This is an optimization exercise on Yosys and OpenROAD, whose aim is small area, a short achievable clock period and few clock cycles, not a production implementation.
No functional check of the RTL was part of any run shown here.
Power is estimated from default activity; no workload was simulated.

==> flow/design.v (outline; a module is shown in full before it is edited, if it fits) <==
// module mac: 396 lines
// module projeto: 48 lines
module projeto(
    input ck,
    input inicio,
    input rst,
    input [15:0] X,
    input [15:0] A,
    input [15:0] B,
    input [15:0] C,
    output pronto,
    output overflow,
    output [15:0] resultado
);
  // ...
==> flow/flow/run.sh <==
#!/bin/bash
# The standard layout (standard.sh) with these changes:
#  - the multiply-add tree, module mac, is laid out from flow/mac_cells.v, the
#    same circuit as mac in rtl/ula.v built from cells by hand (both are
#    generated by gen/mkhand.py), so that its partial products are single
#    NAND gates feeding full-adder cells of inverted polarity;
#  - synthesis skips Yosys's early "abc -fast" (SYNTH_ARGS=-noabc);
#  - port buffers use the smallest buffer, but for the X ports (buf_4).
# Registers and their names are those of the standard synthesis.
set -euo pipefail
export SYNTH_ARGS="-noabc"
export BUFFER_PORTS_ARGS="-buffer_cell sky130_fd_sc_hd__buf_1"
# ... except the X ports, whose buffers drive many gates (flow/xbuf.tcl)
export POST_GLOBAL_PLACE_TCL="$PWD/flow/xbuf.tcl"
# design.v with module mac replaced by the cell-level one
awk '/^module mac\(/ {skip = 1} !skip {print} skip && /^endmodule/ {skip = 0}' design.v > design_cells.v
grep -q '^module mac(' design_cells.v && { echo "module mac still in design_cells.v"; exit 1; }
cat flow/mac_cells.v >> design_cells.v
sed "s#CLKGATE_MAP_FILE= #CLKGATE_MAP_FILE= VERILOG_FILES=$PWD/design_cells.v #" standard.sh > standard_cells.sh
grep -q "VERILOG_FILES=$PWD/design_cells.v" standard_cells.sh
bash standard_cells.sh > standard.log 2>&1
==> flow/flow/xbuf.tcl <==
set db [ord::get_db]
set block [ord::get_db_block]
set big [$db findMaster sky130_fd_sc_hd__buf_4]
foreach bterm [$block getBTerms] {
  if { ![string match {X\[*} [$bterm getName]] } { continue }
  set net [$bterm getNet]
  foreach iterm [$net getITerms] {
    set inst [$iterm getInst]
    if { [string match sky130_fd_sc_hd__buf_* [[$inst getMaster] getName]] } {
      $inst swapMaster $big
      puts "xbuf: [$inst getName] of [$bterm getName] -> sky130_fd_sc_hd__buf_4"
    }
  }
}
==> flow/standard.sh <==
#!/bin/bash
# synth_recipe.tcl (not shown) runs the flow's synth.tcl, then flattens the netlist and writes it again
# the make line also repeats each setting of config.mk as NAME=value (left out here)
make -C /OpenROAD-flow-scripts/flow DESIGN_CONFIG=/design/flow/config.mk WORK_HOME=/design/flow/orfs CLKGATE_MAP_FILE= SYNTH_SCRIPT=/design/flow/synth_recipe.tcl "${@:-finish}"
==> flow/config.mk <==
export PLATFORM = sky130hd
export DESIGN_NAME = projeto
export DESIGN_NICKNAME = projeto
export VERILOG_FILES = /design/flow/design.v
export SDC_FILE = /design/flow/constraint.sdc
export NUM_CORES = 4
export LEC_CHECK = 0
export CAP_MARGIN = 20
export CORE_MARGIN = 2
export CORE_UTILIZATION = 60
export CTS_BUF_LIST = sky130_fd_sc_hd__clkbuf_4 sky130_fd_sc_hd__clkbuf_8
export SETUP_SLACK_MARGIN = 4.0
export SLEW_MARGIN = 20
==> flow/constraint.sdc <==
create_clock -name core_clock -period 9.5 [get_ports {ck}]
set_input_delay 1.9000 -clock core_clock [delete_from_list [all_inputs] [get_ports {ck}]]
set_output_delay 1.9000 -clock core_clock [all_outputs]
set_load 0.01 [all_outputs]
Not shown: flow/flow/mac_cells.v
==> results.tsv, run 1 <==
stage	metric	value	unit
setup_path	setup.worst_path.end	qa[11]	
power_and_ir_drop	maxPowerGroup	combinational logic	
timing	drv_slew	0	
drt	wl_met3	978	um
logic_synthesis	synthAdderAreaFrac	48.22	%
drt	ant_nets	0	
placed_design	port_buffers	84	
drt	topRoutingLayerUsed	met5	
logic_synthesis	syn_avg_cell_area	10.06	um2
grt	met3_usage	3.698	%
logic_synthesis	synth_top_family_by_area	adder cells	
timing	rsz0062_at_grt	true	
drt	drtPass1Iterations	6	
power_and_ir_drop	vdd_drop_max	0.4291	mV
placed_design	pre_cts_slack	3.250	ns
drt	drcViolationCount	0	
cells_and_area	clkbuf_count	3	
clock_tree	clkTransAtPathRegs	0.11	ns
hold_path	hold_end	pr	
die	start_util	61.01	%
outcome	status	finished clean	
logic_synthesis	synthTopCellsByCount	145 x nand2_1, 108 x fa_1, 28 x dfxtp_1	
cells_and_area	multi_input_area	4059	um2
power_and_ir_drop	combPwrFrac	84.5	%
grt	grt_pass1_vias	3803	
power_and_ir_drop	internal_power	1.135	mW
setup_path	path_common_cell	fa_1	
clock_tree	cts.sinks	28	
logic_synthesis	synth_edf_count	0	
setup_path	reg2reg_depth	19	
cells_and_area	n_sequential_cell	28	
cells_and_area	dominant_cells	multi-input gates	
hold_path	worstHoldStart	busy	
setup_path	startpoint	X[4]	
cells_and_area	nMultiInputCombCells	403	
setup_path	regToRegStartpoint	qa[4]	
clock_tree	cts_made_buffers	3	
grt	grt_use_total	30.67	%
logic_synthesis	synth_compound_area_share	6.329	%
==> inputs of run 2 (changes only) <==
--- a/flow/flow/mac_cells.v
+++ b/flow/flow/mac_cells.v
@@ -36,25 +36,22 @@
     sky130_fd_sc_hd__nor4_1 g_z2 (.A(x[8]), .B(x[9]), .C(x[10]), .D(x[11]), .Y(z2));
     sky130_fd_sc_hd__nor4_1 g_z3 (.A(x[12]), .B(x[13]), .C(x[14]), .D(x[15]), .Y(z3));
-    wire xzn, kg, kh;
-    sky130_fd_sc_hd__nand4_1 g_xzn (.A(z0), .B(z1), .C(z2), .D(z3), .Y(xzn));
-    sky130_fd_sc_hd__inv_1 g_xz (.A(xzn), .Y(xz));
-    sky130_fd_sc_hd__nor2b_1 g_kg (.A(sel), .B_N(xzn), .Y(kg));
-    sky130_fd_sc_hd__nand2b_1 g_kh (.A_N(sel), .B(xzn), .Y(kh));
-    sky130_fd_sc_hd__a22oi_1 g_k0 (.A1(c[0]), .A2(kh), .B1(b[0]), .B2(kg), .Y(kn[0]));
-    sky130_fd_sc_hd__a22oi_1 g_k1 (.A1(c[1]), .A2(kh), .B1(b[1]), .B2(kg), .Y(kn[1]));
-    sky130_fd_sc_hd__a22oi_1 g_k2 (.A1(c[2]), .A2(kh), .B1(b[2]), .B2(kg), .Y(kn[2]));
-    sky130_fd_sc_hd__a22oi_1 g_k3 (.A1(c[3]), .A2(kh), .B1(b[3]), .B2(kg), .Y(kn[3]));
-    sky130_fd_sc_hd__a22oi_1 g_k4 (.A1(c[4]), .A2(kh), .B1(b[4]), .B2(kg), .Y(kn[4]));
-    sky130_fd_sc_hd__a22oi_1 g_k5 (.A1(c[5]), .A2(kh), .B1(b[5]), .B2(kg), .Y(kn[5]));
-    sky130_fd_sc_hd__a22oi_1 g_k6 (.A1(c[6]), .A2(kh), .B1(b[6]), .B2(kg), .Y(kn[6]));
-    sky130_fd_sc_hd__a22oi_1 g_k7 (.A1(c[7]), .A2(kh), .B1(b[7]), .B2(kg), .Y(kn[7]));
-    sky130_fd_sc_hd__a22oi_1 g_k8 (.A1(c[8]), .A2(kh), .B1(b[8]), .B2(kg), .Y(kn[8]));
-    sky130_fd_sc_hd__a22oi_1 g_k9 (.A1(c[9]), .A2(kh), .B1(b[9]), .B2(kg), .Y(kn[9]));
-    sky130_fd_sc_hd__a22oi_1 g_k10 (.A1(c[10]), .A2(kh), .B1(b[10]), .B2(kg), .Y(kn[10]));
-    sky130_fd_sc_hd__a22oi_1 g_k11 (.A1(c[11]), .A2(kh), .B1(b[11]), .B2(kg), .Y(kn[11]));
-    sky130_fd_sc_hd__a22oi_1 g_k12 (.A1(c[12]), .A2(kh), .B1(b[12]), .B2(kg), .Y(kn[12]));
-    sky130_fd_sc_hd__a22oi_1 g_k13 (.A1(c[13]), .A2(kh), .B1(b[13]), .B2(kg), .Y(kn[13]));
-    sky130_fd_sc_hd__a22oi_1 g_k14 (.A1(c[14]), .A2(kh), .B1(b[14]), .B2(kg), .Y(kn[14]));
-    sky130_fd_sc_hd__a22oi_1 g_k15 (.A1(c[15]), .A2(kh), .B1(b[15]), .B2(kg), .Y(kn[15]));
+    sky130_fd_sc_hd__and4_1 g_xz (.A(z0), .B(z1), .C(z2), .D(z3), .X(xz));
+    sky130_fd_sc_hd__or2_1 g_ksel (.A(sel), .B(xz), .X(ksel));
+    sky130_fd_sc_hd__mux2i_1 g_k0 (.A0(b[0]), .A1(c[0]), .S(ksel), .Y(kn[0]));
+    sky130_fd_sc_hd__mux2i_1 g_k1 (.A0(b[1]), .A1(c[1]), .S(ksel), .Y(kn[1]));
+    sky130_fd_sc_hd__mux2i_1 g_k2 (.A0(b[2]), .A1(c[2]), .S(ksel), .Y(kn[2]));
+    sky130_fd_sc_hd__mux2i_1 g_k3 (.A0(b[3]), .A1(c[3]), .S(ksel), .Y(kn[3]));
+    sky130_fd_sc_hd__mux2i_1 g_k4 (.A0(b[4]), .A1(c[4]), .S(ksel), .Y(kn[4]));
+    sky130_fd_sc_hd__mux2i_1 g_k5 (.A0(b[5]), .A1(c[5]), .S(ksel), .Y(kn[5]));
+    sky130_fd_sc_hd__mux2i_1 g_k6 (.A0(b[6]), .A1(c[6]), .S(ksel), .Y(kn[6]));
+    sky130_fd_sc_hd__mux2i_1 g_k7 (.A0(b[7]), .A1(c[7]), .S(ksel), .Y(kn[7]));
+    sky130_fd_sc_hd__mux2i_1 g_k8 (.A0(b[8]), .A1(c[8]), .S(ksel), .Y(kn[8]));
+    sky130_fd_sc_hd__mux2i_1 g_k9 (.A0(b[9]), .A1(c[9]), .S(ksel), .Y(kn[9]));
+    sky130_fd_sc_hd__mux2i_1 g_k10 (.A0(b[10]), .A1(c[10]), .S(ksel), .Y(kn[10]));
+    sky130_fd_sc_hd__mux2i_1 g_k11 (.A0(b[11]), .A1(c[11]), .S(ksel), .Y(kn[11]));
+    sky130_fd_sc_hd__mux2i_1 g_k12 (.A0(b[12]), .A1(c[12]), .S(ksel), .Y(kn[12]));
+    sky130_fd_sc_hd__mux2i_1 g_k13 (.A0(b[13]), .A1(c[13]), .S(ksel), .Y(kn[13]));
+    sky130_fd_sc_hd__mux2i_1 g_k14 (.A0(b[14]), .A1(c[14]), .S(ksel), .Y(kn[14]));
+    sky130_fd_sc_hd__mux2i_1 g_k15 (.A0(b[15]), .A1(c[15]), .S(ksel), .Y(kn[15]));
     wire xb0;
     sky130_fd_sc_hd__buf_4 g_xb0 (.A(x[0]), .X(xb0));
==> run 2 against run 1 <==
Compared with the run above:
- largest power group unchanged
- fmax is essentially flat
- die area up 0.67%
- synthesized area increased by 0.70%
- clock power shrank 2%
- largest cell class unchanged
- first-iteration DRC count fell by 34%
- power fell by 4.6%
- final area is 2.2% lower
- critical endpoint unchanged
- critical path depth down 1
- critical path type unchanged
- cell count shrank 1.6%
- sequential power about the same
==> results.tsv, run 2 <==
stage	metric	value	unit	change
outcome	status	finished clean		
drt	drtPass1Iterations	5		-1
setup_path	regToRegStartpoint	qa[2]		
grt	grt_max_degree	23		
cells_and_area	postLayoutCoreUtil	68.46	%	
setup_path	endpoint_kind	flop		
clock_tree	cts_tree	yes		
hold_path	worstHoldPathType	flop to flop		
grt	grt_use_total	31.41	%	+0.75 points
grt	grt_pass1_wl	20230	um	
setup_path	worstPathCellList	buf_4, nor4_1, and4_1, or2_4, mux2i_2, fa_1, fa_1, fa_1, or2_1, fa_2, fa_1		
setup_path	startpoint	X[8]		
setup_path	start_kind	input pin		
grt	overflow	0		
cells_and_area	layout_commonest_cell	nand2_1		
clock_tree	cts.sinks	28		unchanged
cells_and_area	drive_gt1_share	11.65	%	
timing	finalCriticalPeriod	5.438	ns	
die	fp.dieArea	8554	um2	
cells_and_area	fin_cells	634		
timing	setup-tns-final	0	ns	
placed_design	dp_hpwl	9889	um	
setup_path	worstSetupPathType	input pin to flop		
logic_synthesis	synth_edf_count	0		unchanged
setup_path	crit_fanout	12		
power_and_ir_drop	vdd_drop_max	0.5539	mV	+29%
logic_synthesis	synthTopCellsByCount	145 x nand2_1, 108 x fa_1, 28 x dfxtp_1		
logic_synthesis	yosys-top-cells-area	fa_1 46%, dfxtp_1 12%, nand2_1 12%		
setup_path	reg2reg_depth	14		-5
job	maxCapViolCount	0		
drt	ant_nets	0		unchanged
cells_and_area	syn2layout_area_growth	11.42	%	
timing	drv_slew	0		unchanged
logic_synthesis	syn_inst	462		
die	die-height	92.49	um	
grt	grt_pass1_vias	3980		+4.7%
logic_synthesis	synth_top_area_cell	fa_1		
logic_synthesis	seq_area_frac_synth	11.93	%	
hold_path	holdPathStages	4		
drt	drt_iter0_drc	202		
timing	max_freq	183.9	MHz	
placed_design	dp.cells	622		
cells_and_area	diodes	0		
logic_synthesis	ys_ff_latch	28		
logic_synthesis	syn_avg_cell_area	10.17	um2	+1.1%
setup_path	r2r_end	qb[15]		
timing	relSlewSlack	24.34	%	
logic_synthesis	synth_flop_cell	dfxtp_1		
timing	postLayoutSetupSlackWorst	4.062	ns	
timing	rsz0062_at_grt	true		
setup_path	slowest_stage	fa_1		
cells_and_area	fin_area	5235	um2	
timing	max_slew.worst_pin.slew	1.133	ns	
setup_path	critical_path_arrival	5.60	ns	
setup_path	cp.required	9.67	ns	
timing	fin_crit_sh	57.24	%	
placed_design	dpl_cell_area	5009	um2	
timing	setup-violations-final	0		
logic_synthesis	synth.distinct_cells	40		
cells_and_area	largest_reg_flops	16		
die	rows	32		
timing	hold_viol_final	0		
cells_and_area	final_cell_mix	145 x nand2_1, 105 x fa_1, 68 x buf_1		
power_and_ir_drop	leakagePower	1.837	nW	
logic_synthesis	synth.most_common_cell	nand2_1		
die	core	7647	um2	
timing	final.setup_skew	0.004649	ns	
grt	antenna_found_initial	0		
logic_synthesis	yosys_warnings	1		
setup_path	path_common_cell	fa_1		
logic_synthesis	synthesis.nets	644		
drt	vias_per_cell	5.858		
die	die_width	92.49	um	
placed_design	pre_cts_slack	3.489	ns	+0.2382 ns
die	start_util	61.44	%	+0.43 points
drt	drcViolationCount	0		unchanged
die	io_pins	85		
hold_path	worstHoldStart	qb[0]		
power_and_ir_drop	finalPower	2.137	mW	
clock_tree	clkTransAtPathRegs	0.11	ns	about the same
power_and_ir_drop	power_density	408.2	nW/um2	
cells_and_area	top_register	qa		
logic_synthesis	async_flop_share	0	%	
clock_tree	insertion_delay	0.28	ns	
clock_tree	cts_made_buffers	3		unchanged
timing	timing.hold.ws	0.8837	ns	
placed_design	port_buffers	84		unchanged
logic_synthesis	yosysTopAreaCellShare	46.02	%	
cells_and_area	largestRegisters	qa: 16 flops, qb: 7 flops, ql: 2 flops		
cells_and_area	final_nets	715		
setup_path	slowest_delay	0.52	ns	
clock_tree	h-tree-depth	1		
drt	wl_per_cell	19.74	um	
logic_synthesis	syn_area	4698	um2	
hold_path	hold_end	qa[0]		
clock_tree	cts.path.max_buffers	2		
drt	vias	3714		
setup_path	regToRegSetupSlack	4.17	ns	
clock_tree	cts_root_buf	clkbuf_8		
drt	routed_wirelength	12510	um	
[run 2: final cells by class]
type | instances | area [um2]
Clock buffer | 3 | 41.29
Clock inverter | 1 | 30.03
Fill cell | 625 | 2412
Inverter | 7 | 26.28
Multi-Input combinational cell | 401 | 4014
Sequential cell | 28 | 560.5
Tap cell | 102 | 127.6
Timing Repair Buffer | 92 | 435.4
[run 2: cell families after synthesis]
family / Yosys count / synth area share, %
AO/OA/AOI/OAI: 25 / 3.728
XOR/XNOR: 30 / 5.593
adder cells (fa/ha/maj): 115 / 47.88
buffers and inverters: 33 / 4.714
flip-flops: 28 / 11.93
multiplexers: 33 / 7.457
AND/OR/NAND/NOR: 198 / 18.70
[run 2: timing repair]
item / 4_1_cts / 5_1_grt
hold buffers: 0 / 0
buffers inserted: 5 / 3
endpoints found under the setup margin: 8 / 8
resized for setup: 5 / 18
pin swaps: 1 / 3
hold endpoints to repair: 0 / 0
[run 2: how the worst max path moves through the flow]
stage / endpoint / slack (ns) / depth (start not counted)
6_report: qa[11] / 4.06 / 11
5_1_grt: ov / 3.97 / 18
4_1_cts: qa[11] / 4.01 / 11
3_5_place_dp: qa[11] / 3.49 / 11
3_3_place_gp: qa[11] / 3.43 / 11
2_1_floorplan: qa[11] / 4.03 / 10
[run 2: report_power, final]
group | switching (mW) | internal (mW) | leakage, nW
Sequential | 0.0342 | 0.212 | 0.235
Combinational | 0.977 | 0.817 | 1.57
Clock | 0.0407 | 0.0565 | 0.0357
[run 2: critical path: cells and delay by family]
family | cells | cell delay [ns]
adders and majority gates | 5 | 2.22
and+or+nand+nor | 4 | 1.07
muxes | 1 | 0.25
buffers and inverters | 1 | 0.16
[run 2: layer usage]
metal / track usage [%] / share of wire (%) / routed length (um)
met4: 13.68 / 4.4 / 546
met3: 4.150 / 7.3 / 910
met5: 0 / 0 / 0
met2: 51.89 / 49 / 6150
met1: 41.94 / 39 / 4906

-- re-timing with driven ports --
In the flow no input, the clock included, has a driving cell. The finished layouts below were timed again as built, in two steps.
Step 1 sets driving cells, clkbuf_16 on the clock port and buf_2 on the other inputs (assumed; they add their load-dependent delay and slew).
Step 2, shift: input delay + t, output delay - t, t = (earliest + latest rising clock arrival at the registers) / 2. This alone moves slack from input paths to output paths.
a / b / c = ideal / step 1 / step 2; a / b = the first two.
| run | t (ns) | slack for setup (ns) | hold slack, ns | worst data-port slew with drivers (ns) |
|---|---|---|---|---|
| run 1 | 0.312 | 4.062 / 4.072 / 3.760 | 0.823 / 0.823 / 0.823 | 0.04 |
| run 2 | 0.311 | 4.062 / 4.076 / 3.764 | 0.884 / 0.884 / 0.884 | 0.04 |
After both steps setup and hold are still met in every run listed. For run 1, which loses most, drivers alone change the setup slack by +0.010 ns; drivers and shift together by -0.302 ns.
